Source: an optimization exercise on an open RTL-to-GDS flow (aim: small area, a short achievable clock period and few clock cycles). Production flows keep margins and buffers that such runs may drop. In this exercise RTL edits were held to simulation tests only and were not proved equivalent to the original.

==> flow/design.v, too long to show whole: its modules and the start of the top module <==
// module produto_escalar: 2024 lines
// module produto_escalar_pgn: 7 lines
// module produto_escalar_gn: 6 lines
// module produto_escalar_pgp: 7 lines
// module produto_escalar_gp: 6 lines
// module produto_escalar_ha: 7 lines
// module produto_escalar_fa: 7 lines
module produto_escalar (
    input  logic         clk_i,
    input  logic         rst_i,
    input  logic         iniciar,
    input  logic [31:0]  a0, a1, a2, a3, a4, a5, a6, a7,
    input  logic [31:0]  b0, b1, b2, b3, b4, b5, b6, b7,
    output logic [63:0]  resultado,
    output logic         concluido
);
  // ...
==> flow/flow/run.sh <==
#!/bin/bash
set -e
echo 'export BUFFER_PORTS_ARGS = -buffer_cell sky130_fd_sc_hd__buf_1' >> config.mk
bash standard.sh SETUP_SLACK_MARGIN=7.5 finish > standard.log 2>&1
==> flow/standard.sh <==
#!/bin/bash
# synth_recipe.tcl (not shown) runs the flow's synth.tcl, then flattens the netlist and writes it again
# the make line also repeats each setting of config.mk as NAME=value (left out here)
make -C /OpenROAD-flow-scripts/flow DESIGN_CONFIG=/design/flow/config.mk WORK_HOME=/design/flow/orfs CLKGATE_MAP_FILE= SYNTH_SCRIPT=/design/flow/synth_recipe.tcl "${@:-finish}"
==> flow/config.mk <==
export PLATFORM = sky130hd
export DESIGN_NAME = produto_escalar
export DESIGN_NICKNAME = produto_escalar
export VERILOG_FILES = /design/flow/design.v
export SDC_FILE = /design/flow/constraint.sdc
export NUM_CORES = 4
export LEC_CHECK = 0
export CAP_MARGIN = 20
export CORE_MARGIN = 2
export CORE_UTILIZATION = 40
export SLEW_MARGIN = 20
export SYNTH_HIERARCHICAL = 1
export SYNTH_MINIMUM_KEEP_SIZE = 0
export BUFFER_PORTS_ARGS = -buffer_cell sky130_fd_sc_hd__buf_1
==> flow/constraint.sdc <==
create_clock -name core_clock -period 11.5 [get_ports {clk_i}]
set_input_delay 2.3000 -clock core_clock [delete_from_list [all_inputs] [get_ports {clk_i}]]
set_output_delay 2.3000 -clock core_clock [all_outputs]
set_load 0.01 [all_outputs]
==> notes.md, run 1 <==
* Max reg flops at between 60 and 70
* FFs & Latches at approximately 340
* GRT met1 Usage at 0.4568
* Combinational family with the most area after synthesis: adder cells
* Worst setup EP type: flop
* Post-CTS Setup Bufs at 2
* F_max at about 260 MHz
* CTS tree: done
* CP Cell Sequence: nand2_1 > o21ai_0 > xnor2_1 > ha_1 > inv_1 > fa_1 > fa_1 > fa_1 > fa_1
* Slew at the pin closest to its max-slew limit at around 1.2 ns
* First-pass iteration count of the detailed router at 6
* Leading cell type in the layout, fill and taps excluded: nand2_1
* Hold_ws at approximately 0.44 ns
* Biggest regs: resultado (64), prod0 (62), prod1 (60)
* Status: no timing/DRC/antenna violations
* Crit path max fanout at 32
* Overall Global Routing Usage at 0.3881
* Count of different cell masters after synthesis at 29
* Placed Area at 39190 um^2
* Detailed-route DRC error count at 0
* Critical Path AT at approximately 4.4 ns
* Critical path's most frequent cell: fa_1
* Max-cap check violation count at 0
* Final setup viols at 0
Testbench counts, summed over its fixed seeds: cycles 26,400.
==> run 2, diff against run 1 <==
--- a/flow/design.v
+++ b/flow/design.v
@@ -1158,273 +1158,273 @@
   assign nxt2[63] = 1'b0;
   always_ff @(posedge clk_i) begin
     prod0 <= nxt0;
     prod1 <= nxt1;
     prod2 <= nxt2;
   end
   wire [63:0] acc_g = resultado & {64{~fase[2]}};
   wire [63:0] soma0, soma1;
-  wire hs42 = acc_g[0] ^ prod0[0];
-  wire hc42 = acc_g[0] & prod0[0];
+  wire hs42 = prod0[0] ^ prod1[0];
+  wire hc42 = prod0[0] & prod1[0];
   wire fs378, fc378;
-  produto_escalar_fa u_fa378 (.a(acc_g[1]), .b(prod0[1]), .c(prod1[1]), .s(fs378), .co(fc378));
+  produto_escalar_fa u_fa378 (.a(prod0[1]), .b(prod1[1]), .c(prod2[1]), .s(fs378), .co(fc378));
   wire fs379, fc379;
-  produto_escalar_fa u_fa379 (.a(acc_g[2]), .b(prod0[2]), .c(prod1[2]), .s(fs379), .co(fc379));
+  produto_escalar_fa u_fa379 (.a(prod0[2]), .b(prod1[2]), .c(prod2[2]), .s(fs379), .co(fc379));
   wire fs380, fc380;
-  produto_escalar_fa u_fa380 (.a(acc_g[3]), .b(prod0[3]), .c(prod1[3]), .s(fs380), .co(fc380));
+  produto_escalar_fa u_fa380 (.a(prod0[3]), .b(prod1[3]), .c(prod2[3]), .s(fs380), .co(fc380));
   wire fs381, fc381;
-  produto_escalar_fa u_fa381 (.a(acc_g[4]), .b(prod0[4]), .c(prod1[4]), .s(fs381), .co(fc381));
+  produto_escalar_fa u_fa381 (.a(prod0[4]), .b(prod1[4]), .c(prod2[4]), .s(fs381), .co(fc381));
   wire fs382, fc382;
-  produto_escalar_fa u_fa382 (.a(acc_g[5]), .b(prod0[5]), .c(prod1[5]), .s(fs382), .co(fc382));
+  produto_escalar_fa u_fa382 (.a(prod0[5]), .b(prod1[5]), .c(prod2[5]), .s(fs382), .co(fc382));
   wire fs383, fc383;
-  produto_escalar_fa u_fa383 (.a(acc_g[6]), .b(prod0[6]), .c(prod1[6]), .s(fs383), .co(fc383));
+  produto_escalar_fa u_fa383 (.a(prod0[6]), .b(prod1[6]), .c(prod2[6]), .s(fs383), .co(fc383));
   wire fs384, fc384;
-  produto_escalar_fa u_fa384 (.a(acc_g[7]), .b(prod0[7]), .c(prod1[7]), .s(fs384), .co(fc384));
+  produto_escalar_fa u_fa384 (.a(prod0[7]), .b(prod1[7]), .c(prod2[7]), .s(fs384), .co(fc384));
   wire fs385, fc385;
-  produto_escalar_fa u_fa385 (.a(acc_g[8]), .b(prod0[8]), .c(prod1[8]), .s(fs385), .co(fc385));
+  produto_escalar_fa u_fa385 (.a(prod0[8]), .b(prod1[8]), .c(prod2[8]), .s(fs385), .co(fc385));
   wire fs386, fc386;
-  produto_escalar_fa u_fa386 (.a(acc_g[9]), .b(prod0[9]), .c(prod1[9]), .s(fs386), .co(fc386));
+  produto_escalar_fa u_fa386 (.a(prod0[9]), .b(prod1[9]), .c(prod2[9]), .s(fs386), .co(fc386));
   wire fs387, fc387;
-  produto_escalar_fa u_fa387 (.a(acc_g[10]), .b(prod0[10]), .c(prod1[10]), .s(fs387), .co(fc387));
+  produto_escalar_fa u_fa387 (.a(prod0[10]), .b(prod1[10]), .c(prod2[10]), .s(fs387), .co(fc387));
   wire fs388, fc388;
-  produto_escalar_fa u_fa388 (.a(acc_g[11]), .b(prod0[11]), .c(prod1[11]), .s(fs388), .co(fc388));
+  produto_escalar_fa u_fa388 (.a(prod0[11]), .b(prod1[11]), .c(prod2[11]), .s(fs388), .co(fc388));
   wire fs389, fc389;
-  produto_escalar_fa u_fa389 (.a(acc_g[12]), .b(prod0[12]), .c(prod1[12]), .s(fs389), .co(fc389));
+  produto_escalar_fa u_fa389 (.a(prod0[12]), .b(prod1[12]), .c(prod2[12]), .s(fs389), .co(fc389));
   wire fs390, fc390;
-  produto_escalar_fa u_fa390 (.a(acc_g[13]), .b(prod0[13]), .c(prod1[13]), .s(fs390), .co(fc390));
+  produto_escalar_fa u_fa390 (.a(prod0[13]), .b(prod1[13]), .c(prod2[13]), .s(fs390), .co(fc390));
   wire fs391, fc391;
-  produto_escalar_fa u_fa391 (.a(acc_g[14]), .b(prod0[14]), .c(prod1[14]), .s(fs391), .co(fc391));
+  produto_escalar_fa u_fa391 (.a(prod0[14]), .b(prod1[14]), .c(prod2[14]), .s(fs391), .co(fc391));
   wire fs392, fc392;
-  produto_escalar_fa u_fa392 (.a(acc_g[15]), .b(prod0[15]), .c(prod1[15]), .s(fs392), .co(fc392));
+  produto_escalar_fa u_fa392 (.a(prod0[15]), .b(prod1[15]), .c(prod2[15]), .s(fs392), .co(fc392));
   wire fs393, fc393;
-  produto_escalar_fa u_fa393 (.a(acc_g[16]), .b(prod0[16]), .c(prod1[16]), .s(fs393), .co(fc393));
+  produto_escalar_fa u_fa393 (.a(prod0[16]), .b(prod1[16]), .c(prod2[16]), .s(fs393), .co(fc393));
   wire fs394, fc394;
-  produto_escalar_fa u_fa394 (.a(acc_g[17]), .b(prod0[17]), .c(prod1[17]), .s(fs394), .co(fc394));
+  produto_escalar_fa u_fa394 (.a(prod0[17]), .b(prod1[17]), .c(prod2[17]), .s(fs394), .co(fc394));
   wire fs395, fc395;
-  produto_escalar_fa u_fa395 (.a(acc_g[18]), .b(prod0[18]), .c(prod1[18]), .s(fs395), .co(fc395));
+  produto_escalar_fa u_fa395 (.a(prod0[18]), .b(prod1[18]), .c(prod2[18]), .s(fs395), .co(fc395));
   wire fs396, fc396;
-  produto_escalar_fa u_fa396 (.a(acc_g[19]), .b(prod0[19]), .c(prod1[19]), .s(fs396), .co(fc396));
+  produto_escalar_fa u_fa396 (.a(prod0[19]), .b(prod1[19]), .c(prod2[19]), .s(fs396), .co(fc396));
   wire fs397, fc397;
-  produto_escalar_fa u_fa397 (.a(acc_g[20]), .b(prod0[20]), .c(prod1[20]), .s(fs397), .co(fc397));
+  produto_escalar_fa u_fa397 (.a(prod0[20]), .b(prod1[20]), .c(prod2[20]), .s(fs397), .co(fc397));
   wire fs398, fc398;
-  produto_escalar_fa u_fa398 (.a(acc_g[21]), .b(prod0[21]), .c(prod1[21]), .s(fs398), .co(fc398));
+  produto_escalar_fa u_fa398 (.a(prod0[21]), .b(prod1[21]), .c(prod2[21]), .s(fs398), .co(fc398));
   wire fs399, fc399;
-  produto_escalar_fa u_fa399 (.a(acc_g[22]), .b(prod0[22]), .c(prod1[22]), .s(fs399), .co(fc399));
+  produto_escalar_fa u_fa399 (.a(prod0[22]), .b(prod1[22]), .c(prod2[22]), .s(fs399), .co(fc399));
   wire fs400, fc400;
-  produto_escalar_fa u_fa400 (.a(acc_g[23]), .b(prod0[23]), .c(prod1[23]), .s(fs400), .co(fc400));
+  produto_escalar_fa u_fa400 (.a(prod0[23]), .b(prod1[23]), .c(prod2[23]), .s(fs400), .co(fc400));
   wire fs401, fc401;
-  produto_escalar_fa u_fa401 (.a(acc_g[24]), .b(prod0[24]), .c(prod1[24]), .s(fs401), .co(fc401));
+  produto_escalar_fa u_fa401 (.a(prod0[24]), .b(prod1[24]), .c(prod2[24]), .s(fs401), .co(fc401));
   wire fs402, fc402;
-  produto_escalar_fa u_fa402 (.a(acc_g[25]), .b(prod0[25]), .c(prod1[25]), .s(fs402), .co(fc402));
+  produto_escalar_fa u_fa402 (.a(prod0[25]), .b(prod1[25]), .c(prod2[25]), .s(fs402), .co(fc402));
   wire fs403, fc403;
-  produto_escalar_fa u_fa403 (.a(acc_g[26]), .b(prod0[26]), .c(prod1[26]), .s(fs403), .co(fc403));
+  produto_escalar_fa u_fa403 (.a(prod0[26]), .b(prod1[26]), .c(prod2[26]), .s(fs403), .co(fc403));
   wire fs404, fc404;
-  produto_escalar_fa u_fa404 (.a(acc_g[27]), .b(prod0[27]), .c(prod1[27]), .s(fs404), .co(fc404));
+  produto_escalar_fa u_fa404 (.a(prod0[27]), .b(prod1[27]), .c(prod2[27]), .s(fs404), .co(fc404));
   wire fs405, fc405;
-  produto_escalar_fa u_fa405 (.a(acc_g[28]), .b(prod0[28]), .c(prod1[28]), .s(fs405), .co(fc405));
+  produto_escalar_fa u_fa405 (.a(prod0[28]), .b(prod1[28]), .c(prod2[28]), .s(fs405), .co(fc405));
   wire fs406, fc406;
-  produto_escalar_fa u_fa406 (.a(acc_g[29]), .b(prod0[29]), .c(prod1[29]), .s(fs406), .co(fc406));
+  produto_escalar_fa u_fa406 (.a(prod0[29]), .b(prod1[29]), .c(prod2[29]), .s(fs406), .co(fc406));
   wire fs407, fc407;
-  produto_escalar_fa u_fa407 (.a(acc_g[30]), .b(prod0[30]), .c(prod1[30]), .s(fs407), .co(fc407));
+  produto_escalar_fa u_fa407 (.a(prod0[30]), .b(prod1[30]), .c(prod2[30]), .s(fs407), .co(fc407));
   wire fs408, fc408;
-  produto_escalar_fa u_fa408 (.a(acc_g[31]), .b(prod0[31]), .c(prod1[31]), .s(fs408), .co(fc408));
+  produto_escalar_fa u_fa408 (.a(prod0[31]), .b(prod1[31]), .c(prod2[31]), .s(fs408), .co(fc408));
   wire fs409, fc409;
-  produto_escalar_fa u_fa409 (.a(acc_g[32]), .b(prod0[32]), .c(prod1[32]), .s(fs409), .co(fc409));
+  produto_escalar_fa u_fa409 (.a(prod0[32]), .b(prod1[32]), .c(prod2[32]), .s(fs409), .co(fc409));
   wire fs410, fc410;
-  produto_escalar_fa u_fa410 (.a(acc_g[33]), .b(prod0[33]), .c(prod1[33]), .s(fs410), .co(fc410));
+  produto_escalar_fa u_fa410 (.a(prod0[33]), .b(prod1[33]), .c(prod2[33]), .s(fs410), .co(fc410));
   wire fs411, fc411;
-  produto_escalar_fa u_fa411 (.a(acc_g[34]), .b(prod0[34]), .c(prod1[34]), .s(fs411), .co(fc411));
+  produto_escalar_fa u_fa411 (.a(prod0[34]), .b(prod1[34]), .c(prod2[34]), .s(fs411), .co(fc411));
   wire fs412, fc412;
-  produto_escalar_fa u_fa412 (.a(acc_g[35]), .b(prod0[35]), .c(prod1[35]), .s(fs412), .co(fc412));
+  produto_escalar_fa u_fa412 (.a(prod0[35]), .b(prod1[35]), .c(prod2[35]), .s(fs412), .co(fc412));
   wire fs413, fc413;
-  produto_escalar_fa u_fa413 (.a(acc_g[36]), .b(prod0[36]), .c(prod1[36]), .s(fs413), .co(fc413));
+  produto_escalar_fa u_fa413 (.a(prod0[36]), .b(prod1[36]), .c(prod2[36]), .s(fs413), .co(fc413));
   wire fs414, fc414;
-  produto_escalar_fa u_fa414 (.a(acc_g[37]), .b(prod0[37]), .c(prod1[37]), .s(fs414), .co(fc414));
+  produto_escalar_fa u_fa414 (.a(prod0[37]), .b(prod1[37]), .c(prod2[37]), .s(fs414), .co(fc414));
   wire fs415, fc415;
-  produto_escalar_fa u_fa415 (.a(acc_g[38]), .b(prod0[38]), .c(prod1[38]), .s(fs415), .co(fc415));
+  produto_escalar_fa u_fa415 (.a(prod0[38]), .b(prod1[38]), .c(prod2[38]), .s(fs415), .co(fc415));
   wire fs416, fc416;
-  produto_escalar_fa u_fa416 (.a(acc_g[39]), .b(prod0[39]), .c(prod1[39]), .s(fs416), .co(fc416));
+  produto_escalar_fa u_fa416 (.a(prod0[39]), .b(prod1[39]), .c(prod2[39]), .s(fs416), .co(fc416));
   wire fs417, fc417;
-  produto_escalar_fa u_fa417 (.a(acc_g[40]), .b(prod0[40]), .c(prod1[40]), .s(fs417), .co(fc417));
+  produto_escalar_fa u_fa417 (.a(prod0[40]), .b(prod1[40]), .c(prod2[40]), .s(fs417), .co(fc417));
   wire fs418, fc418;
-  produto_escalar_fa u_fa418 (.a(acc_g[41]), .b(prod0[41]), .c(prod1[41]), .s(fs418), .co(fc418));
+  produto_escalar_fa u_fa418 (.a(prod0[41]), .b(prod1[41]), .c(prod2[41]), .s(fs418), .co(fc418));
   wire fs419, fc419;
-  produto_escalar_fa u_fa419 (.a(acc_g[42]), .b(prod0[42]), .c(prod1[42]), .s(fs419), .co(fc419));
+  produto_escalar_fa u_fa419 (.a(prod0[42]), .b(prod1[42]), .c(prod2[42]), .s(fs419), .co(fc419));
   wire fs420, fc420;
-  produto_escalar_fa u_fa420 (.a(acc_g[43]), .b(prod0[43]), .c(prod1[43]), .s(fs420), .co(fc420));
+  produto_escalar_fa u_fa420 (.a(prod0[43]), .b(prod1[43]), .c(prod2[43]), .s(fs420), .co(fc420));
   wire fs421, fc421;
-  produto_escalar_fa u_fa421 (.a(acc_g[44]), .b(prod0[44]), .c(prod1[44]), .s(fs421), .co(fc421));
+  produto_escalar_fa u_fa421 (.a(prod0[44]), .b(prod1[44]), .c(prod2[44]), .s(fs421), .co(fc421));
   wire fs422, fc422;
-  produto_escalar_fa u_fa422 (.a(acc_g[45]), .b(prod0[45]), .c(prod1[45]), .s(fs422), .co(fc422));
+  produto_escalar_fa u_fa422 (.a(prod0[45]), .b(prod1[45]), .c(prod2[45]), .s(fs422), .co(fc422));
   wire fs423, fc423;
-  produto_escalar_fa u_fa423 (.a(acc_g[46]), .b(prod0[46]), .c(prod1[46]), .s(fs423), .co(fc423));
+  produto_escalar_fa u_fa423 (.a(prod0[46]), .b(prod1[46]), .c(prod2[46]), .s(fs423), .co(fc423));
   wire fs424, fc424;
-  produto_escalar_fa u_fa424 (.a(acc_g[47]), .b(prod0[47]), .c(prod1[47]), .s(fs424), .co(fc424));
+  produto_escalar_fa u_fa424 (.a(prod0[47]), .b(prod1[47]), .c(prod2[47]), .s(fs424), .co(fc424));
   wire fs425, fc425;
-  produto_escalar_fa u_fa425 (.a(acc_g[48]), .b(prod0[48]), .c(prod1[48]), .s(fs425), .co(fc425));
+  produto_escalar_fa u_fa425 (.a(prod0[48]), .b(prod1[48]), .c(prod2[48]), .s(fs425), .co(fc425));
   wire fs426, fc426;
-  produto_escalar_fa u_fa426 (.a(acc_g[49]), .b(prod0[49]), .c(prod1[49]), .s(fs426), .co(fc426));
+  produto_escalar_fa u_fa426 (.a(prod0[49]), .b(prod1[49]), .c(prod2[49]), .s(fs426), .co(fc426));
   wire fs427, fc427;
-  produto_escalar_fa u_fa427 (.a(acc_g[50]), .b(prod0[50]), .c(prod1[50]), .s(fs427), .co(fc427));
+  produto_escalar_fa u_fa427 (.a(prod0[50]), .b(prod1[50]), .c(prod2[50]), .s(fs427), .co(fc427));
   wire fs428, fc428;
-  produto_escalar_fa u_fa428 (.a(acc_g[51]), .b(prod0[51]), .c(prod1[51]), .s(fs428), .co(fc428));
+  produto_escalar_fa u_fa428 (.a(prod0[51]), .b(prod1[51]), .c(prod2[51]), .s(fs428), .co(fc428));
   wire fs429, fc429;
-  produto_escalar_fa u_fa429 (.a(acc_g[52]), .b(prod0[52]), .c(prod1[52]), .s(fs429), .co(fc429));
+  produto_escalar_fa u_fa429 (.a(prod0[52]), .b(prod1[52]), .c(prod2[52]), .s(fs429), .co(fc429));
   wire fs430, fc430;
-  produto_escalar_fa u_fa430 (.a(acc_g[53]), .b(prod0[53]), .c(prod1[53]), .s(fs430), .co(fc430));
+  produto_escalar_fa u_fa430 (.a(prod0[53]), .b(prod1[53]), .c(prod2[53]), .s(fs430), .co(fc430));
   wire fs431, fc431;
-  produto_escalar_fa u_fa431 (.a(acc_g[54]), .b(prod0[54]), .c(prod1[54]), .s(fs431), .co(fc431));
+  produto_escalar_fa u_fa431 (.a(prod0[54]), .b(prod1[54]), .c(prod2[54]), .s(fs431), .co(fc431));
   wire fs432, fc432;
-  produto_escalar_fa u_fa432 (.a(acc_g[55]), .b(prod0[55]), .c(prod1[55]), .s(fs432), .co(fc432));
+  produto_escalar_fa u_fa432 (.a(prod0[55]), .b(prod1[55]), .c(prod2[55]), .s(fs432), .co(fc432));
   wire fs433, fc433;
-  produto_escalar_fa u_fa433 (.a(acc_g[56]), .b(prod0[56]), .c(prod1[56]), .s(fs433), .co(fc433));
+  produto_escalar_fa u_fa433 (.a(prod0[56]), .b(prod1[56]), .c(prod2[56]), .s(fs433), .co(fc433));
   wire fs434, fc434;
-  produto_escalar_fa u_fa434 (.a(acc_g[57]), .b(prod0[57]), .c(prod1[57]), .s(fs434), .co(fc434));
+  produto_escalar_fa u_fa434 (.a(prod0[57]), .b(prod1[57]), .c(prod2[57]), .s(fs434), .co(fc434));
   wire fs435, fc435;
-  produto_escalar_fa u_fa435 (.a(acc_g[58]), .b(prod0[58]), .c(prod1[58]), .s(fs435), .co(fc435));
+  produto_escalar_fa u_fa435 (.a(prod0[58]), .b(prod1[58]), .c(prod2[58]), .s(fs435), .co(fc435));
   wire fs436, fc436;
-  produto_escalar_fa u_fa436 (.a(acc_g[59]), .b(prod0[59]), .c(prod1[59]), .s(fs436), .co(fc436));
+  produto_escalar_fa u_fa436 (.a(prod0[59]), .b(prod1[59]), .c(prod2[59]), .s(fs436), .co(fc436));
   wire fs437, fc437;
-  produto_escalar_fa u_fa437 (.a(acc_g[60]), .b(prod0[60]), .c(prod1[60]), .s(fs437), .co(fc437));
+  produto_escalar_fa u_fa437 (.a(prod0[60]), .b(prod1[60]), .c(prod2[60]), .s(fs437), .co(fc437));
   wire fs438, fc438;
-  produto_escalar_fa u_fa438 (.a(acc_g[61]), .b(prod0[61]), .c(prod1[61]), .s(fs438), .co(fc438));
+  produto_escalar_fa u_fa438 (.a(prod0[61]), .b(prod1[61]), .c(prod2[61]), .s(fs438), .co(fc438));
   wire fs439, fc439;
-  produto_escalar_fa u_fa439 (.a(acc_g[62]), .b(prod0[62]), .c(prod1[62]), .s(fs439), .co(fc439));
+  produto_escalar_fa u_fa439 (.a(prod0[62]), .b(prod1[62]), .c(prod2[62]), .s(fs439), .co(fc439));
   wire fs440, fc440;
-  produto_escalar_fa u_fa440 (.a(acc_g[63]), .b(prod0[63]), .c(prod1[63]), .s(fs440), .co(fc440));
-  wire hs43 = prod1[0] ^ prod2[0];
-  wire hc43 = prod1[0] & prod2[0];
+  produto_escalar_fa u_fa440 (.a(prod0[63]), .b(prod1[63]), .c(prod2[63]), .s(fs440), .co(fc440));
+  wire hs43 = prod2[0] ^ hs42;
+  wire hc43 = prod2[0] & hs42;
   wire fs441, fc441;
-  produto_escalar_fa u_fa441 (.a(prod2[1]), .b(hc42), .c(fs378), .s(fs441), .co(fc441));
+  produto_escalar_fa u_fa441 (.a(hc42), .b(fs378), .c(acc_g[1]), .s(fs441), .co(fc441));
   wire fs442, fc442;
-  produto_escalar_fa u_fa442 (.a(prod2[2]), .b(fc378), .c(fs379), .s(fs442), .co(fc442));
+  produto_escalar_fa u_fa442 (.a(fc378), .b(fs379), .c(acc_g[2]), .s(fs442), .co(fc442));
   wire fs443, fc443;
-  produto_escalar_fa u_fa443 (.a(prod2[3]), .b(fc379), .c(fs380), .s(fs443), .co(fc443));
+  produto_escalar_fa u_fa443 (.a(fc379), .b(fs380), .c(acc_g[3]), .s(fs443), .co(fc443));
   wire fs444, fc444;
-  produto_escalar_fa u_fa444 (.a(prod2[4]), .b(fc380), .c(fs381), .s(fs444), .co(fc444));
+  produto_escalar_fa u_fa444 (.a(fc380), .b(fs381), .c(acc_g[4]), .s(fs444), .co(fc444));
   wire fs445, fc445;
-  produto_escalar_fa u_fa445 (.a(prod2[5]), .b(fc381), .c(fs382), .s(fs445), .co(fc445));
+  produto_escalar_fa u_fa445 (.a(fc381), .b(fs382), .c(acc_g[5]), .s(fs445), .co(fc445));
   wire fs446, fc446;
-  produto_escalar_fa u_fa446 (.a(prod2[6]), .b(fc382), .c(fs383), .s(fs446), .co(fc446));
+  produto_escalar_fa u_fa446 (.a(fc382), .b(fs383), .c(acc_g[6]), .s(fs446), .co(fc446));
   wire fs447, fc447;
-  produto_escalar_fa u_fa447 (.a(prod2[7]), .b(fc383), .c(fs384), .s(fs447), .co(fc447));
+  produto_escalar_fa u_fa447 (.a(fc383), .b(fs384), .c(acc_g[7]), .s(fs447), .co(fc447));
   wire fs448, fc448;
-  produto_escalar_fa u_fa448 (.a(prod2[8]), .b(fc384), .c(fs385), .s(fs448), .co(fc448));
+  produto_escalar_fa u_fa448 (.a(fc384), .b(fs385), .c(acc_g[8]), .s(fs448), .co(fc448));
   wire fs449, fc449;
-  produto_escalar_fa u_fa449 (.a(prod2[9]), .b(fc385), .c(fs386), .s(fs449), .co(fc449));
+  produto_escalar_fa u_fa449 (.a(fc385), .b(fs386), .c(acc_g[9]), .s(fs449), .co(fc449));
   wire fs450, fc450;
-  produto_escalar_fa u_fa450 (.a(prod2[10]), .b(fc386), .c(fs387), .s(fs450), .co(fc450));
+  produto_escalar_fa u_fa450 (.a(fc386), .b(fs387), .c(acc_g[10]), .s(fs450), .co(fc450));
   wire fs451, fc451;
-  produto_escalar_fa u_fa451 (.a(prod2[11]), .b(fc387), .c(fs388), .s(fs451), .co(fc451));
+  produto_escalar_fa u_fa451 (.a(fc387), .b(fs388), .c(acc_g[11]), .s(fs451), .co(fc451));
   wire fs452, fc452;
-  produto_escalar_fa u_fa452 (.a(prod2[12]), .b(fc388), .c(fs389), .s(fs452), .co(fc452));
+  produto_escalar_fa u_fa452 (.a(fc388), .b(fs389), .c(acc_g[12]), .s(fs452), .co(fc452));
   wire fs453, fc453;
-  produto_escalar_fa u_fa453 (.a(prod2[13]), .b(fc389), .c(fs390), .s(fs453), .co(fc453));
+  produto_escalar_fa u_fa453 (.a(fc389), .b(fs390), .c(acc_g[13]), .s(fs453), .co(fc453));
   wire fs454, fc454;
-  produto_escalar_fa u_fa454 (.a(prod2[14]), .b(fc390), .c(fs391), .s(fs454), .co(fc454));
+  produto_escalar_fa u_fa454 (.a(fc390), .b(fs391), .c(acc_g[14]), .s(fs454), .co(fc454));
   wire fs455, fc455;
-  produto_escalar_fa u_fa455 (.a(prod2[15]), .b(fc391), .c(fs392), .s(fs455), .co(fc455));
+  produto_escalar_fa u_fa455 (.a(fc391), .b(fs392), .c(acc_g[15]), .s(fs455), .co(fc455));
   wire fs456, fc456;
-  produto_escalar_fa u_fa456 (.a(prod2[16]), .b(fc392), .c(fs393), .s(fs456), .co(fc456));
+  produto_escalar_fa u_fa456 (.a(fc392), .b(fs393), .c(acc_g[16]), .s(fs456), .co(fc456));
   wire fs457, fc457;
-  produto_escalar_fa u_fa457 (.a(prod2[17]), .b(fc393), .c(fs394), .s(fs457), .co(fc457));
+  produto_escalar_fa u_fa457 (.a(fc393), .b(fs394), .c(acc_g[17]), .s(fs457), .co(fc457));
   wire fs458, fc458;
-  produto_escalar_fa u_fa458 (.a(prod2[18]), .b(fc394), .c(fs395), .s(fs458), .co(fc458));
+  produto_escalar_fa u_fa458 (.a(fc394), .b(fs395), .c(acc_g[18]), .s(fs458), .co(fc458));
   wire fs459, fc459;
-  produto_escalar_fa u_fa459 (.a(prod2[19]), .b(fc395), .c(fs396), .s(fs459), .co(fc459));
+  produto_escalar_fa u_fa459 (.a(fc395), .b(fs396), .c(acc_g[19]), .s(fs459), .co(fc459));
   wire fs460, fc460;
-  produto_escalar_fa u_fa460 (.a(prod2[20]), .b(fc396), .c(fs397), .s(fs460), .co(fc460));
+  produto_escalar_fa u_fa460 (.a(fc396), .b(fs397), .c(acc_g[20]), .s(fs460), .co(fc460));
   wire fs461, fc461;
-  produto_escalar_fa u_fa461 (.a(prod2[21]), .b(fc397), .c(fs398), .s(fs461), .co(fc461));
+  produto_escalar_fa u_fa461 (.a(fc397), .b(fs398), .c(acc_g[21]), .s(fs461), .co(fc461));
   wire fs462, fc462;
-  produto_escalar_fa u_fa462 (.a(prod2[22]), .b(fc398), .c(fs399), .s(fs462), .co(fc462));
+  produto_escalar_fa u_fa462 (.a(fc398), .b(fs399), .c(acc_g[22]), .s(fs462), .co(fc462));
   wire fs463, fc463;
-  produto_escalar_fa u_fa463 (.a(prod2[23]), .b(fc399), .c(fs400), .s(fs463), .co(fc463));
+  produto_escalar_fa u_fa463 (.a(fc399), .b(fs400), .c(acc_g[23]), .s(fs463), .co(fc463));
   wire fs464, fc464;
-  produto_escalar_fa u_fa464 (.a(prod2[24]), .b(fc400), .c(fs401), .s(fs464), .co(fc464));
+  produto_escalar_fa u_fa464 (.a(fc400), .b(fs401), .c(acc_g[24]), .s(fs464), .co(fc464));
   wire fs465, fc465;
-  produto_escalar_fa u_fa465 (.a(prod2[25]), .b(fc401), .c(fs402), .s(fs465), .co(fc465));
+  produto_escalar_fa u_fa465 (.a(fc401), .b(fs402), .c(acc_g[25]), .s(fs465), .co(fc465));
   wire fs466, fc466;
-  produto_escalar_fa u_fa466 (.a(prod2[26]), .b(fc402), .c(fs403), .s(fs466), .co(fc466));
+  produto_escalar_fa u_fa466 (.a(fc402), .b(fs403), .c(acc_g[26]), .s(fs466), .co(fc466));
   wire fs467, fc467;
-  produto_escalar_fa u_fa467 (.a(prod2[27]), .b(fc403), .c(fs404), .s(fs467), .co(fc467));
+  produto_escalar_fa u_fa467 (.a(fc403), .b(fs404), .c(acc_g[27]), .s(fs467), .co(fc467));
   wire fs468, fc468;
-  produto_escalar_fa u_fa468 (.a(prod2[28]), .b(fc404), .c(fs405), .s(fs468), .co(fc468));
+  produto_escalar_fa u_fa468 (.a(fc404), .b(fs405), .c(acc_g[28]), .s(fs468), .co(fc468));
   wire fs469, fc469;
-  produto_escalar_fa u_fa469 (.a(prod2[29]), .b(fc405), .c(fs406), .s(fs469), .co(fc469));
+  produto_escalar_fa u_fa469 (.a(fc405), .b(fs406), .c(acc_g[29]), .s(fs469), .co(fc469));
   wire fs470, fc470;
-  produto_escalar_fa u_fa470 (.a(prod2[30]), .b(fc406), .c(fs407), .s(fs470), .co(fc470));
+  produto_escalar_fa u_fa470 (.a(fc406), .b(fs407), .c(acc_g[30]), .s(fs470), .co(fc470));
   wire fs471, fc471;
-  produto_escalar_fa u_fa471 (.a(prod2[31]), .b(fc407), .c(fs408), .s(fs471), .co(fc471));
+  produto_escalar_fa u_fa471 (.a(fc407), .b(fs408), .c(acc_g[31]), .s(fs471), .co(fc471));
   wire fs472, fc472;
-  produto_escalar_fa u_fa472 (.a(prod2[32]), .b(fc408), .c(fs409), .s(fs472), .co(fc472));
+  produto_escalar_fa u_fa472 (.a(fc408), .b(fs409), .c(acc_g[32]), .s(fs472), .co(fc472));
   wire fs473, fc473;
-  produto_escalar_fa u_fa473 (.a(prod2[33]), .b(fc409), .c(fs410), .s(fs473), .co(fc473));
+  produto_escalar_fa u_fa473 (.a(fc409), .b(fs410), .c(acc_g[33]), .s(fs473), .co(fc473));
   wire fs474, fc474;
-  produto_escalar_fa u_fa474 (.a(prod2[34]), .b(fc410), .c(fs411), .s(fs474), .co(fc474));
+  produto_escalar_fa u_fa474 (.a(fc410), .b(fs411), .c(acc_g[34]), .s(fs474), .co(fc474));
   wire fs475, fc475;
-  produto_escalar_fa u_fa475 (.a(prod2[35]), .b(fc411), .c(fs412), .s(fs475), .co(fc475));
+  produto_escalar_fa u_fa475 (.a(fc411), .b(fs412), .c(acc_g[35]), .s(fs475), .co(fc475));
   wire fs476, fc476;
-  produto_escalar_fa u_fa476 (.a(prod2[36]), .b(fc412), .c(fs413), .s(fs476), .co(fc476));
+  produto_escalar_fa u_fa476 (.a(fc412), .b(fs413), .c(acc_g[36]), .s(fs476), .co(fc476));
   wire fs477, fc477;
-  produto_escalar_fa u_fa477 (.a(prod2[37]), .b(fc413), .c(fs414), .s(fs477), .co(fc477));
+  produto_escalar_fa u_fa477 (.a(fc413), .b(fs414), .c(acc_g[37]), .s(fs477), .co(fc477));
   wire fs478, fc478;
-  produto_escalar_fa u_fa478 (.a(prod2[38]), .b(fc414), .c(fs415), .s(fs478), .co(fc478));
+  produto_escalar_fa u_fa478 (.a(fc414), .b(fs415), .c(acc_g[38]), .s(fs478), .co(fc478));
   wire fs479, fc479;
-  produto_escalar_fa u_fa479 (.a(prod2[39]), .b(fc415), .c(fs416), .s(fs479), .co(fc479));
+  produto_escalar_fa u_fa479 (.a(fc415), .b(fs416), .c(acc_g[39]), .s(fs479), .co(fc479));
   wire fs480, fc480;
-  produto_escalar_fa u_fa480 (.a(prod2[40]), .b(fc416), .c(fs417), .s(fs480), .co(fc480));
+  produto_escalar_fa u_fa480 (.a(fc416), .b(fs417), .c(acc_g[40]), .s(fs480), .co(fc480));
   wire fs481, fc481;
-  produto_escalar_fa u_fa481 (.a(prod2[41]), .b(fc417), .c(fs418), .s(fs481), .co(fc481));
+  produto_escalar_fa u_fa481 (.a(fc417), .b(fs418), .c(acc_g[41]), .s(fs481), .co(fc481));
   wire fs482, fc482;
-  produto_escalar_fa u_fa482 (.a(prod2[42]), .b(fc418), .c(fs419), .s(fs482), .co(fc482));
+  produto_escalar_fa u_fa482 (.a(fc418), .b(fs419), .c(acc_g[42]), .s(fs482), .co(fc482));
   wire fs483, fc483;
-  produto_escalar_fa u_fa483 (.a(prod2[43]), .b(fc419), .c(fs420), .s(fs483), .co(fc483));
+  produto_escalar_fa u_fa483 (.a(fc419), .b(fs420), .c(acc_g[43]), .s(fs483), .co(fc483));
   wire fs484, fc484;
-  produto_escalar_fa u_fa484 (.a(prod2[44]), .b(fc420), .c(fs421), .s(fs484), .co(fc484));
+  produto_escalar_fa u_fa484 (.a(fc420), .b(fs421), .c(acc_g[44]), .s(fs484), .co(fc484));
   wire fs485, fc485;
-  produto_escalar_fa u_fa485 (.a(prod2[45]), .b(fc421), .c(fs422), .s(fs485), .co(fc485));
+  produto_escalar_fa u_fa485 (.a(fc421), .b(fs422), .c(acc_g[45]), .s(fs485), .co(fc485));
   wire fs486, fc486;
-  produto_escalar_fa u_fa486 (.a(prod2[46]), .b(fc422), .c(fs423), .s(fs486), .co(fc486));
+  produto_escalar_fa u_fa486 (.a(fc422), .b(fs423), .c(acc_g[46]), .s(fs486), .co(fc486));
   wire fs487, fc487;
-  produto_escalar_fa u_fa487 (.a(prod2[47]), .b(fc423), .c(fs424), .s(fs487), .co(fc487));
+  produto_escalar_fa u_fa487 (.a(fc423), .b(fs424), .c(acc_g[47]), .s(fs487), .co(fc487));
   wire fs488, fc488;
-  produto_escalar_fa u_fa488 (.a(prod2[48]), .b(fc424), .c(fs425), .s(fs488), .co(fc488));
+  produto_escalar_fa u_fa488 (.a(fc424), .b(fs425), .c(acc_g[48]), .s(fs488), .co(fc488));
   wire fs489, fc489;
-  produto_escalar_fa u_fa489 (.a(prod2[49]), .b(fc425), .c(fs426), .s(fs489), .co(fc489));
+  produto_escalar_fa u_fa489 (.a(fc425), .b(fs426), .c(acc_g[49]), .s(fs489), .co(fc489));
   wire fs490, fc490;
-  produto_escalar_fa u_fa490 (.a(prod2[50]), .b(fc426), .c(fs427), .s(fs490), .co(fc490));
+  produto_escalar_fa u_fa490 (.a(fc426), .b(fs427), .c(acc_g[50]), .s(fs490), .co(fc490));
   wire fs491, fc491;
-  produto_escalar_fa u_fa491 (.a(prod2[51]), .b(fc427), .c(fs428), .s(fs491), .co(fc491));
+  produto_escalar_fa u_fa491 (.a(fc427), .b(fs428), .c(acc_g[51]), .s(fs491), .co(fc491));
   wire fs492, fc492;
-  produto_escalar_fa u_fa492 (.a(prod2[52]), .b(fc428), .c(fs429), .s(fs492), .co(fc492));
+  produto_escalar_fa u_fa492 (.a(fc428), .b(fs429), .c(acc_g[52]), .s(fs492), .co(fc492));
   wire fs493, fc493;
-  produto_escalar_fa u_fa493 (.a(prod2[53]), .b(fc429), .c(fs430), .s(fs493), .co(fc493));
+  produto_escalar_fa u_fa493 (.a(fc429), .b(fs430), .c(acc_g[53]), .s(fs493), .co(fc493));
   wire fs494, fc494;
-  produto_escalar_fa u_fa494 (.a(prod2[54]), .b(fc430), .c(fs431), .s(fs494), .co(fc494));
+  produto_escalar_fa u_fa494 (.a(fc430), .b(fs431), .c(acc_g[54]), .s(fs494), .co(fc494));
   wire fs495, fc495;
-  produto_escalar_fa u_fa495 (.a(prod2[55]), .b(fc431), .c(fs432), .s(fs495), .co(fc495));
+  produto_escalar_fa u_fa495 (.a(fc431), .b(fs432), .c(acc_g[55]), .s(fs495), .co(fc495));
   wire fs496, fc496;
-  produto_escalar_fa u_fa496 (.a(prod2[56]), .b(fc432), .c(fs433), .s(fs496), .co(fc496));
+  produto_escalar_fa u_fa496 (.a(fc432), .b(fs433), .c(acc_g[56]), .s(fs496), .co(fc496));
   wire fs497, fc497;
-  produto_escalar_fa u_fa497 (.a(prod2[57]), .b(fc433), .c(fs434), .s(fs497), .co(fc497));
+  produto_escalar_fa u_fa497 (.a(fc433), .b(fs434), .c(acc_g[57]), .s(fs497), .co(fc497));
   wire fs498, fc498;
-  produto_escalar_fa u_fa498 (.a(prod2[58]), .b(fc434), .c(fs435), .s(fs498), .co(fc498));
+  produto_escalar_fa u_fa498 (.a(fc434), .b(fs435), .c(acc_g[58]), .s(fs498), .co(fc498));
   wire fs499, fc499;
-  produto_escalar_fa u_fa499 (.a(prod2[59]), .b(fc435), .c(fs436), .s(fs499), .co(fc499));
+  produto_escalar_fa u_fa499 (.a(fc435), .b(fs436), .c(acc_g[59]), .s(fs499), .co(fc499));
   wire fs500, fc500;
-  produto_escalar_fa u_fa500 (.a(prod2[60]), .b(fc436), .c(fs437), .s(fs500), .co(fc500));
+  produto_escalar_fa u_fa500 (.a(fc436), .b(fs437), .c(acc_g[60]), .s(fs500), .co(fc500));
   wire fs501, fc501;
-  produto_escalar_fa u_fa501 (.a(prod2[61]), .b(fc437), .c(fs438), .s(fs501), .co(fc501));
+  produto_escalar_fa u_fa501 (.a(fc437), .b(fs438), .c(acc_g[61]), .s(fs501), .co(fc501));
   wire fs502, fc502;
-  produto_escalar_fa u_fa502 (.a(prod2[62]), .b(fc438), .c(fs439), .s(fs502), .co(fc502));
+  produto_escalar_fa u_fa502 (.a(fc438), .b(fs439), .c(acc_g[62]), .s(fs502), .co(fc502));
   wire fs503, fc503;
-  produto_escalar_fa u_fa503 (.a(prod2[63]), .b(fc439), .c(fs440), .s(fs503), .co(fc503));
-  assign soma0[0] = hs42;
+  produto_escalar_fa u_fa503 (.a(fc439), .b(fs440), .c(acc_g[63]), .s(fs503), .co(fc503));
+  assign soma0[0] = acc_g[0];
   assign soma0[1] = hc43;
   assign soma0[2] = fc441;
   assign soma0[3] = fc442;
   assign soma0[4] = fc443;
   assign soma0[5] = fc444;
   assign soma0[6] = fc445;
   assign soma0[7] = fc446;
   assign soma0[8] = fc447;
==> run 2 against run 1 <==
  * Wire length decreased by 6.5%
  * Hold slack better by 0.043 ns
  * First-iteration DRC count fell by 0.41%
  * Still clean on timing, DRC and antenna
  * Critical path depth fell by 1
  * Setup slack lost 0.023 ns
  * Largest cell class unchanged
  * Register-to-register slack worse by 0.02 ns
  * Final cell count decreased by 0.64%
  * Sequential share of layout area up 0.17 points
  * Non-clock buffer count decreased by 20
  * Fmax decreased by 0.60%
==> notes.md, run 2 <==
* Combinational family with the most area after synthesis: adder cells
* Detailed-route DRC error count at 0 (unchanged)
* Num CTS Buffers at 44
* Biggest regs: resultado (64), prod0 (62), prod1 (61)
* Required @ worst endpoint at 11.96 ns
* Core Rows at 110
* Hold_sp: fase[9]
* H-Tree Depth at 2
* Period utilisation layout at 0.3427
* WL/cell at between 20 and 30 um
* Async set-reset flop share out of synthesis at 0
* Hold Crit Class: flop to flop
* Root Driver: clkbuf_16
* Grt ovf at 0
* Antenna-violating nets left at 0
* Synthesized area at roughly 36000 um^2
* Final WL at approximately 170000 um
* Layout Cells excl Fill at around 5700
* CORE AREA at ~90000 um^2
* Hold buffer count at cts at 0
* Status: no timing/DRC/antenna violations
* Largest register by flop count: resultado
* Most frequent cell after synthesis: nand2_1
* RSZ-0062 raised after global routing: no
* Mean post-synth cell area at 8.729 um^2
* Post-Synth XOR/XNOR Area at 0.1513
* Clk pin slew, worst setup/hold paths at approximately 0.06 ns
* Crit path max fanout at 32 (unchanged)
* F_max at 253.7 MHz (-0.60%)
* Mapped Cells at approximately 4200
* Clk buf depth at 3
* Critical R2R Launch: a_r[15]
* Top FF cell, synth: dfxtp_1
* Worst setup EP type: flop
* Max-cap check violation count at 0 (unchanged)
* Compound-Gate Fraction of Synth Area at 0.1735
* Final Max Tran Viols at 0
* Die Y-Extent at roughly 300 um
* Most frequent cells in the layout: nand2_1 (1015), buf_1 (579), xor2_1 (514), fa_1 (494), o21ai_1 (488)
* Placed Area at 39150 um^2 (about the same)
* Crit path launch: a_r[15]
* First-pass iteration count of the detailed router at 8 (+2)
* Largest net degree at the start of global routing at 65
* Final min period at about 4 ns
* Pre-CTS setup slack at approximately 7 ns
* Via density at 5.648
* Simple-Gate Fraction of Synth Area at 0.1347
* Yosys top cell by area: fa_1
* CTS Sinks at 336
* Mux contribution to synthesized area at 0
* Syn. warnings at 7
* Met1 Wirelength at about 63000 um
* EDFF count, synth at 0
* First-pass GRT wire length at between 200000 and 250000 um
* Leading cell type in the layout, fill and taps excluded: nand2_1
* Startpoint types: flop
* Initial antenna violation count at 24
* Final nets at 5608
* Vias in the first global route at 32120
* CP Cell Sequence: nand2_1 > o21ai_1 > xor2_1 > fa_1 > fa_1 > fa_1 > fa_1 > fa_1
* CTS tree: done
* Total negative slack at 0 ns
* IO Count at a little under 600
* Die area at 93180 um^2
* Slew at the pin closest to its max-slew limit at 1.179 ns (+0.01645 ns)
* Area fraction of the dominant cell type after synthesis at 0.2724
* Seq cells post-synth at around 340
* Detailed placement HPWL at 122600 um
* Relative slew slack at 0.2138
* Vias after detailed routing at ~32000
* Count of different cell masters after synthesis at 30 (+3.4%)
* Synth top cells by count: nand2_1 (1015), xor2_1 (514), fa_1 (494)
* Layout cells sized above 1 at 0.08578
* Buffers on Ports at roughly 580
* Endpoints failing hold at 0
* Post-synthesis adder-cell area fraction at 0.3110
* Top Metal Used: met5
* Met3 routed WL at between 15000 and 20000 um
* Final setup viols at 0 (unchanged)
* Final Cell Area at roughly 40000 um^2
* CP max stage cell: dfxtp_2
* Max reg flops at 64 (unchanged)
* Synth area leaders: fa_1 (27%), dfxtp_1 (19%), xor2_1 (12%)
* Critical path's most frequent cell: fa_1
* First DRT Iteration DRCs at roughly 4000
* WS Path Type: flop to flop
* Setup ws final at between 7 and 8 ns
* Area grow syn2layout at 12.14%
* Final Skew at roughly 0.023 ns
* Critical Path AT at 4.40 ns (-0.02 ns)
* Overall Global Routing Usage at 0.3586 (-0.02941)
* Max incr delay on CP at a little over 1 ns
* Die Width at a little over 300 um
* Met2 WL at about 74000 um
* Initial core utilization at 0.4033
* Clk Latency, worst-skew pair at around 0.60 ns
* Dpl cells at 5616
* RePlAce Congestion at 1.002
* Seq/Total Area, Yosys at 0.1853
==> run 2: kinds of logic (layout without fill, tap and decap cells) <==
kind of cell / Yosys count / after routing
flip-flops: 336 / 336
AO/OA/AOI/OAI: 954 / 954
other: 2 / 25
buffers and inverters: 416 / 771
adder cells (fa/ha/maj): 606 / 606
AND/OR/NAND/NOR: 1218 / 1218
XOR/XNOR: 627 / 627
==> run 2: routing by layer <==
| layer | vias up | track usage |
|---|---|---|
| met3 | 403 | 0.07481 |
| met1 | 15560 | 0.4435 |
| li1 | 14280 | - |
| met4 | 8 | 0.2747 |
| met5 | - | 0 |
| met2 | 2020 | 0.5498 |
==> run 2: Yosys stat by module (local to each module, per instance) <==
module	flops+latches	area [um^2]	cells	times used
produto_escalar	336	23590	3291	1
produto_escalar_fa	0	20.02	1	494
produto_escalar_gn	0	8.758	1	42
produto_escalar_gp	0	5.005	1	20
produto_escalar_ha	0	12.51	1	64
produto_escalar_pgn	0	12.51	2	72
produto_escalar_pgp	0	12.51	2	52
==> run 2: timing repair <==
action                                  in CTS  in global routing
setup buffers                                0                  1
resized for setup                            5                  8
pin swaps                                    0                  1
endpoints found under the setup margin      22                 15
==> run 2: worst paths after layout <==
path                                   to  slack (ns)  cells past startpoint
worst min-delay path            concluido        0.48                      2
worst max-delay path            prod2[37]        7.56                      8
worst max register to register  prod2[37]        7.56                      8
worst min register to register  concluido        0.48                      2
==> run 2: area by class of cell <==
class,count,area [um^2]
Inverter,36,135.1
Sequential cell,336,6824
Multi-Input combinational cell,3416,28030
Clock buffer,61,1287
Timing Repair Buffer,653,2741
Fill cell,8857,49300
Antenna cell,14,35.03
Clock inverter,21,191.4
Tap cell,1176,1471
==> run 2: through the flow <==
step	utilization	hold WS, ns
floorplan	-	0.3290
global placement	0.4349	0.4726
detailed placement	0.4349	0.4777
CTS	0.4516	0.4870
global route	0.4522	0.5480
finish	0.4523	0.4837
==> run 2: critical path, delay by kind of cell, from the launching register on <==
kind                       cells  cell delay [ns]
adders and majority gates      5             2.26
DFF                            1             1.02
xor gates and xnor gates       1             0.22
AOI/OAI and AO/OA              1             0.19
and+or+nand+nor                1             0.10
Testbench counts of run 2, summed over its fixed seeds: cycles 26,400.
==> run 3, diff against run 2 <==
==> flow/flow/run.sh (replaced) <==
#!/bin/bash
set -e
echo 'export BUFFER_PORTS_ARGS = -buffer_cell sky130_fd_sc_hd__buf_1' >> config.mk
bash standard.sh SETUP_SLACK_MARGIN=7.95 finish > standard.log 2>&1
==> run 3 against run 2 <==
  * Still clean
  * Critical path depth is the same
  * First-iteration DRC count grew 8.6%
  * Count of clock-buffer cells in the layout decreased by 1
==> notes.md, run 3 <==
* First-pass GRT wire length at 242600 um (+1.2%)
* Top FF cell, synth: dfxtp_1
* Dpl cells at 5626 (+0.18%)
* RSZ-0062 raised after global routing: yes
* Antenna-violating nets left at 0 (unchanged)
* Period utilisation layout at 0.3076 (-0.03506)
* Layout cells sized above 1 at 0.1135 (+0.02769)
* Final Max Tran Viols at 0 (unchanged)
* Layout Cells excl Fill at 5805 (+1.6%)
* Seq cells post-synth at 336 (unchanged)
* Final Cell Area at 43050 um^2 (+5.7%)
* Final setup viols at 0 (unchanged)
* Area fraction of the dominant cell type after synthesis at 0.2724 (unchanged)
* First DRT Iteration DRCs at 4251 (+8.6%)
* CP max stage cell: fa_1
* H-Tree Depth at 2 (unchanged)
* RePlAce Congestion at 0.9835 (-1.8%)
* Root Driver: clkbuf_16
* Mapped Cells at 4159 (unchanged)
* Yosys top cell by area: fa_1
* Biggest regs: resultado (64), prod0 (62), prod1 (61)
* CORE AREA at 90010 um^2 (unchanged)
* Max-cap check violation count at 0 (unchanged)
* Initial core utilization at 0.4033 (unchanged)
* Syn. warnings at 7 (unchanged)
* Mean post-synth cell area at 8.729 um^2 (unchanged)
* Async set-reset flop share out of synthesis at 0 (unchanged)
* Grt ovf at 0 (unchanged)
* Die area at 93180 um^2 (unchanged)
* Clk Latency, worst-skew pair at 0.61 ns (about the same)
* Final Skew at 0.03282 ns (+0.009952 ns)
* Startpoint types: flop
* Overall Global Routing Usage at 0.3640 (+0.005378)
* Placed Area at 39220 um^2 (+0.19%)
* Hold buffer count at cts at 0 (unchanged)
* Leading cell type in the layout, fill and taps excluded: nand2_1
* EDFF count, synth at 0 (unchanged)
* F_max at 282.6 MHz (+11%)
* IO Count at 580 (unchanged)
* WL/cell at 30.99 um (+4.7%)
* Core Rows at 110 (unchanged)
* Area grow syn2layout at 18.57%
* CTS Sinks at 336 (unchanged)
* CP Cell Sequence: buf_4 > nand2_1 > o21ai_1 > xor2_1 > fa_1 > fa_1 > fa_1 > fa_1
* Clk buf depth at 3 (unchanged)
* CTS tree: done
* Synth area leaders: fa_1 (27%), dfxtp_1 (19%), xor2_1 (12%)
* Total negative slack at 0 ns (unchanged)
* Vias in the first global route at 32270 (+0.47%)
* Most frequent cell after synthesis: nand2_1
* Required @ worst endpoint at 11.96 ns (about the same)
* Buffers on Ports at 579 (unchanged)
* Die Y-Extent at 305.3 um (unchanged)
* Vias after detailed routing at 33360 (+3.4%)
* Critical path's most frequent cell: fa_1
* Synthesized area at 36300 um^2 (unchanged)
* Largest net degree at the start of global routing at 66 (+1.5%)
* Status: no timing/DRC/antenna violations
* Via density at 5.746 (+1.7%)
* Max incr delay on CP at 0.65 ns (-0.37 ns)
* Final nets at 5694 (+1.5%)
* WS Path Type: flop to flop
* First-pass iteration count of the detailed router at 10 (+2)
* Hold Crit Class: flop to flop
* Detailed placement HPWL at 123000 um (+0.31%)
* Die Width at 305.3 um (unchanged)
* Synth top cells by count: nand2_1 (1015), xor2_1 (514), fa_1 (494)
* Clk pin slew, worst setup/hold paths at 0.06 ns (about the same)
* Endpoints failing hold at 0 (unchanged)
* Seq/Total Area, Yosys at 0.1853 (unchanged)
* Largest register by flop count: resultado
* Crit path max fanout at 32 (unchanged)
* Detailed-route DRC error count at 0 (unchanged)
* Most frequent cells in the layout: nand2_1 (1015), buf_1 (576), xor2_1 (514), fa_1 (482), o21ai_1 (475)
* Max reg flops at 64 (unchanged)
* Filler cell count in the final layout at 8732 (-1.4%)
* Final min period at 3.538 ns (-0.4032 ns)
* Relative slew slack at 0.3806 (+0.1668)
* Num CTS Buffers at 45 (+2.3%)
* Initial antenna violation count at 31 (+29%)
* Final core occ at 0.4782 (+0.02594)
* Final WL at 179900 um (+6.4%)
* Count of different cell masters after synthesis at 30 (unchanged)
* Critical Path AT at 4.00 ns (-0.40 ns)
* Slew at the pin closest to its max-slew limit at 0.9291 ns (-0.2503 ns)
* Worst setup EP type: flop
==> run 3: path summary, 6_finish.rpt <==
path	startpoint	to	slack (ns)	depth (start not counted)
worst max register to register	dif_r[7]	prod2[31]	7.96	8
worst max-delay path	dif_r[7]	prod2[31]	7.96	8
worst min-delay path	fase[9]	concluido	0.49	2
worst min register to register	fase[9]	concluido	0.49	2
==> run 3: metal layers <==
| metal | track usage | vias to the layer above | wire [um] |
|---|---|---|---|
| li1 | - | 14480 | - |
| met1 | 0.4437 | 15960 | 64120 |
| met2 | 0.5532 | 2393 | 76720 |
| met3 | 0.09124 | 523 | 21220 |
| met5 | 0 | - | 69 |
| met4 | 0.2810 | 8 | 17740 |
==> run 3: metrics by stage <==
step	worst slack, ns	hold WS, ns
2_1_floorplan	7.957	0.3290
6_report	7.962	0.4915
3_3_place_gp	7.488	0.4835
4_1_cts	7.914	0.4935
5_1_grt	7.913	0.5148
3_5_place_dp	7.445	0.4825
==> run 3: worst max-delay path, delay by kind of cell (launching register included) <==
family	cells	cell delay [ns]
adders and majority gates	4	2.12
buffers and inverters	1	0.42
AOI/OAI and AO/OA	1	0.16
xor gates and xnor gates	1	0.20
and+or+nand+nor	1	0.11
DFF	1	0.31
==> run 3: area by class of cell <==
type                    instances  area (um^2)  share of cell area
multi-input cells            3416        28220              0.6557
repair buffers                738         4569              0.1062
flip-flops and latches        336         6899              0.1603
inverters                      36        135.1            0.003139
clock inverters                23        432.9             0.01006
clock buffers                  60         1264             0.02936
diodes                         20        50.05            0.001163
well taps                    1176         1471             0.03418
==> run 3: logic make-up after synthesis <==
| kind of cell | synth area share |
|---|---|
| xor+xnor | 0.1513 |
| simple gates | 0.1347 |
| buf+inv | 0.04405 |
| other cells | 0.0002069 |
| fa+ha+maj | 0.3110 |
| compound gates | 0.1735 |
| flops | 0.1853 |
==> run 3: repair_timing <==
action                     4_1_cts  5_1_grt
cloned                           0       27
setup buffers                    8       41
pin swaps                        0        6
hold endpoints to repair         0        0
setup endpoints to repair      103       48
resized for setup              105      159
==> run 3: per-module statistics from Yosys, one instance, submodules excluded, excerpt <==
module / cell area, um^2 / flip-flops and latches
produto_escalar_fa: 20.02 / 0
produto_escalar_ha: 12.51 / 0
produto_escalar_pgn: 12.51 / 0
produto_escalar_gn: 8.758 / 0
produto_escalar_pgp: 12.51 / 0
produto_escalar_gp: 5.005 / 0
==> run 4, diff against run 3 <==
==> flow/flow/run.sh (replaced) <==
#!/bin/bash
set -e
echo 'export BUFFER_PORTS_ARGS = -buffer_cell sky130_fd_sc_hd__buf_1' >> config.mk
bash standard.sh SETUP_SLACK_MARGIN=7.8 finish > standard.log 2>&1
==> run 4 against run 3 <==
  * Still clean on timing, DRC and antenna
  * Clock skew down 0.014 ns
  * Cell area down 4.4%
  * Via count down 2.8%
  * Final cell count down 1.4%
  * Area after synthesis unchanged
  * Flip-flop and latch count unchanged
  * Die area unchanged
  * First-iteration DRC count down 6.8%
  * Core utilization down 2.1 points
  * Highest routed layer unchanged
==> notes.md, run 4 <==
* Slew at the pin closest to its max-slew limit at 0.9628 ns (+0.03370 ns)
* Biggest regs: resultado (64), prod0 (62), prod1 (61)
* IO Count at 580 (unchanged)
* R2R setup slack at 7.79 ns (-0.17 ns)
* Final setup viols at 0 (unchanged)
* Die Width at 305.3 um (unchanged)
* RSZ-0062 raised after global routing: yes
* Final Max Tran Viols at 0 (unchanged)
* Leading cell type in the layout, fill and taps excluded: nand2_1
* Antenna-violating nets left at 0 (unchanged)
* Top FF cell, synth: dfxtp_1
* Mean post-synth cell area at 8.729 um^2 (unchanged)
* Vias in the first global route at 32160 (-0.35%)
* Relative slew slack at 0.3581 (-0.02247)
* Simple-Gate Fraction of Synth Area at 0.1347 (unchanged)
* Area fraction of the dominant cell type after synthesis at 0.2724 (unchanged)
* Status: no timing/DRC/antenna violations
* Vias after detailed routing at 32410 (-2.8%)
* Most frequent cells in the layout: nand2_1 (1015), buf_1 (579), xor2_1 (514), fa_1 (494), o21ai_1 (480)
* Clk buf depth at 3 (unchanged)
* Via density at 5.661 (-1.5%)
* Largest register by flop count: resultado
* Register area at 6860 um^2 (-0.56%)
* Met2 WL at 74050 um (-3.5%)
* Clk pin slew, worst setup/hold paths at 0.05 ns (about the same)
* Met1 Wirelength at 63800 um (-0.51%)
* Detailed placement HPWL at 122600 um (-0.31%)
* Period utilisation layout at 0.3225 (+0.01481)
* Detailed-route DRC error count at 0 (unchanged)
* Worst setup EP type: flop
* Top Metal Used: met5
* Post-synthesis adder-cell area fraction at 0.3110 (unchanged)
* Synth top cells by count: nand2_1 (1015), xor2_1 (514), fa_1 (494)
* Combinational family with the most area after synthesis: adder cells
* Overall Global Routing Usage at 0.3590 (-0.005007)
* Critical Path AT at 4.16 ns (+0.16 ns)
* F_max at 269.7 MHz (-4.6%)
* Count of different cell masters after synthesis at 30 (unchanged)
* Grt ovf at 0 (unchanged)
* Met3 routed WL at 16440 um (-23%)
* Multi-input gate area at 28070 um^2 (-0.55%)
* Die Y-Extent at 305.3 um (unchanged)
* RePlAce Congestion at 1.002 (+1.9%)
* First-pass GRT wire length at 239900 um (-1.1%)
* Synth area leaders: fa_1 (27%), dfxtp_1 (19%), xor2_1 (12%)
* Layout cells sized above 1 at 0.09001 (-0.02347)
* Final min period at 3.708 ns (+0.1703 ns)
* Max-cap check violation count at 0 (unchanged)
* Mapped Cells at 4159 (unchanged)
* WS Path Type: flop to flop
* Seq/Total Area, Yosys at 0.1853 (unchanged)
* CTS tree: done
* Final WL at 170300 um (-5.3%)
* WP buf/inv at 1 (unchanged)
* Required @ worst endpoint at 11.95 ns (about the same)
* Final nets at 5618 (-1.3%)
* Clk Latency, worst-skew pair at 0.60 ns (about the same)
* Total negative slack at 0 ns (unchanged)
* Syn. warnings at 7 (unchanged)
* Largest net degree at the start of global routing at 65 (-1.5%)
* Async set-reset flop share out of synthesis at 0 (unchanged)
* Filler cell count in the final layout at 8849 (+1.3%)
* Die area at 93180 um^2 (unchanged)
* Initial antenna violation count at 25 (-19%)
* Most frequent cell after synthesis: nand2_1
* Area grow syn2layout at 13.36%
* Max incr delay on CP at 0.60 ns (-0.05 ns)
* EDFF count, synth at 0 (unchanged)
* Num CTS Buffers at 44 (-2.2%)
* Post-Synth XOR/XNOR Area at 0.1513 (unchanged)
* Synthesized area at 36300 um^2 (unchanged)
* CTS Sinks at 336 (unchanged)
* Buffers on Ports at 579 (unchanged)
* CORE AREA at 90010 um^2 (unchanged)
* Core Rows at 110 (unchanged)
* Seq cells post-synth at 336 (unchanged)
* First-pass iteration count of the detailed router at 10 (unchanged)
* Yosys top cell by area: fa_1
* H-Tree Depth at 2 (unchanged)
* First DRT Iteration DRCs at 3962 (-6.8%)
* Dpl cells at 5616 (-0.18%)
* WL/cell at 29.75 um (-4.0%)
* CP max stage cell: buf_4
* Compound-Gate Fraction of Synth Area at 0.1735 (unchanged)
* Crit path max-delay family: adder cells
* CP Cell Sequence: buf_4 > xor2_1 > fa_1 > fa_1 > fa_1 > fa_1 > fa_1
* Crit path max fanout at 34 (+6.3%)
* Layout Cells excl Fill at 5724 (-1.4%)
* Max reg flops at 64 (unchanged)
* Root Driver: clkbuf_16
* Final Skew at 0.01916 ns (-0.01366 ns)
* Mux contribution to synthesized area at 0 (unchanged)
* Endpoints failing hold at 0 (unchanged)
* Hold Crit Class: flop to flop
* Initial core utilization at 0.4033 (unchanged)
* Critical path's most frequent cell: fa_1
* Hold buffer count at cts at 0 (unchanged)
* Startpoint types: flop
run 4: cell counts after synthesis:
Identical to the previous run, type by type.
run 4: timing repair:
item                                    in CTS  in global routing
gates resized for setup                     33                 61
pin swaps                                    1                  0
buffers inserted                             3                  8
endpoints found under the hold margin        0                  0
endpoints found under the setup margin      71                 42
run 4: kinds of logic after synthesis:
family | Yosys count
buffers and inverters | 416
AOI/OAI and AO/OA | 954
DFF | 336
xor gates and xnor gates | 627
and+or+nand+nor | 1218
adders and majority gates | 606
other | 2
run 4: per-layer routing:
layer / track usage / vias up
met1: 0.4431 / 15700
met2: 0.5486 / 2011
li1: - / 14310
met4: 0.2757 / 8
met3: 0.07806 / 384
met5: 0 / -
run 4: through the flow:
step	setup slack, ns	cell area, um^2	hold slack, ns	utilization
CTS	7.816	40760	0.4870	0.4528
global route	7.747	41140	0.5480	0.4571
floorplan	7.841	36340	0.3290	-
finish	7.792	41150	0.4823	0.4572
detailed placement	7.138	39150	0.4777	0.4349
global placement	7.170	39150	0.4726	0.4349
run 4: path summary, 6_finish.rpt:
check	start	endpoint	cells past startpoint
worst max register to register	neg_r[12]	prod2[32]	7
worst min-delay path	fase[9]	concluido	2
worst min register to register	fase[9]	concluido	2
worst max-delay path	neg_r[12]	prod2[32]	7
run 4: worst min-delay path, delay by kind of cell (launching register included):
| kind | cells | cell delay, ns |
|---|---|---|
| DFF | 1 | 0.31 |
| and+or+nand+nor | 2 | 0.13 |
run 4: final cells by class:
class,instances,area share
clock buffer,61,0.03129
antenna,15,0.0009121
multi-input combinational,3416,0.6821
clock inverter,21,0.004652
timing repair buffer,663,0.07528
inverter,36,0.003284
tap,1176,0.03576
sequential,336,0.1667
run 4: modules after synthesis (local to each module, per instance):
module / area, um^2 / copies in the design / cells / flops+latches
produto_escalar_pgn: 12.51 / 72 / 2 / 0
produto_escalar_pgp: 12.51 / 52 / 2 / 0
produto_escalar_gp: 5.005 / 20 / 1 / 0
produto_escalar_fa: 20.02 / 494 / 1 / 0
produto_escalar_gn: 8.758 / 42 / 1 / 0
produto_escalar_ha: 12.51 / 64 / 1 / 0
produto_escalar: 23590 / 1 / 3291 / 336

## static timing again, ports no longer ideal
How much do the figures lean on ideal ports? The routed layouts below were timed once more, with nothing changed but the port constraints. Step 1 (the two cells are an assumption about what drives the block):
set clk [get_ports {clk_i}]
set_driving_cell -lib_cell sky130_fd_sc_hd__clkbuf_16 $clk
set_driving_cell -lib_cell sky130_fd_sc_hd__buf_2 [delete_from_list [all_inputs] $clk]
Step 2 also shifts input and output timing later by t, the mid clock arrival at the registers, as if the neighbouring blocks saw the same clock. Three values: ideal ports, drivers, drivers and shift; two values: the first two.
run | t, ns | setup WS [ns] | worst setup path at the end | latest minus earliest clock arrival (ns)
run 1 | 0.684 | 7.582 / 7.582 / 6.970 | input to register | 0.044 / 0.044
run 2 | 0.653 | 7.559 / 7.559 / 7.333 | input to register | 0.023 / 0.023
run 3 | 0.651 | 7.962 / 7.938 / 7.605 | input to register | 0.033 / 0.033
run 4 | 0.653 | 7.792 / 7.792 / 7.389 | input to register | 0.020 / 0.020
After both steps every run listed still meets setup and hold. The setup slack of run 1, which loses most, moves by 0.000 ns with the drivers and by -0.612 ns with both steps.
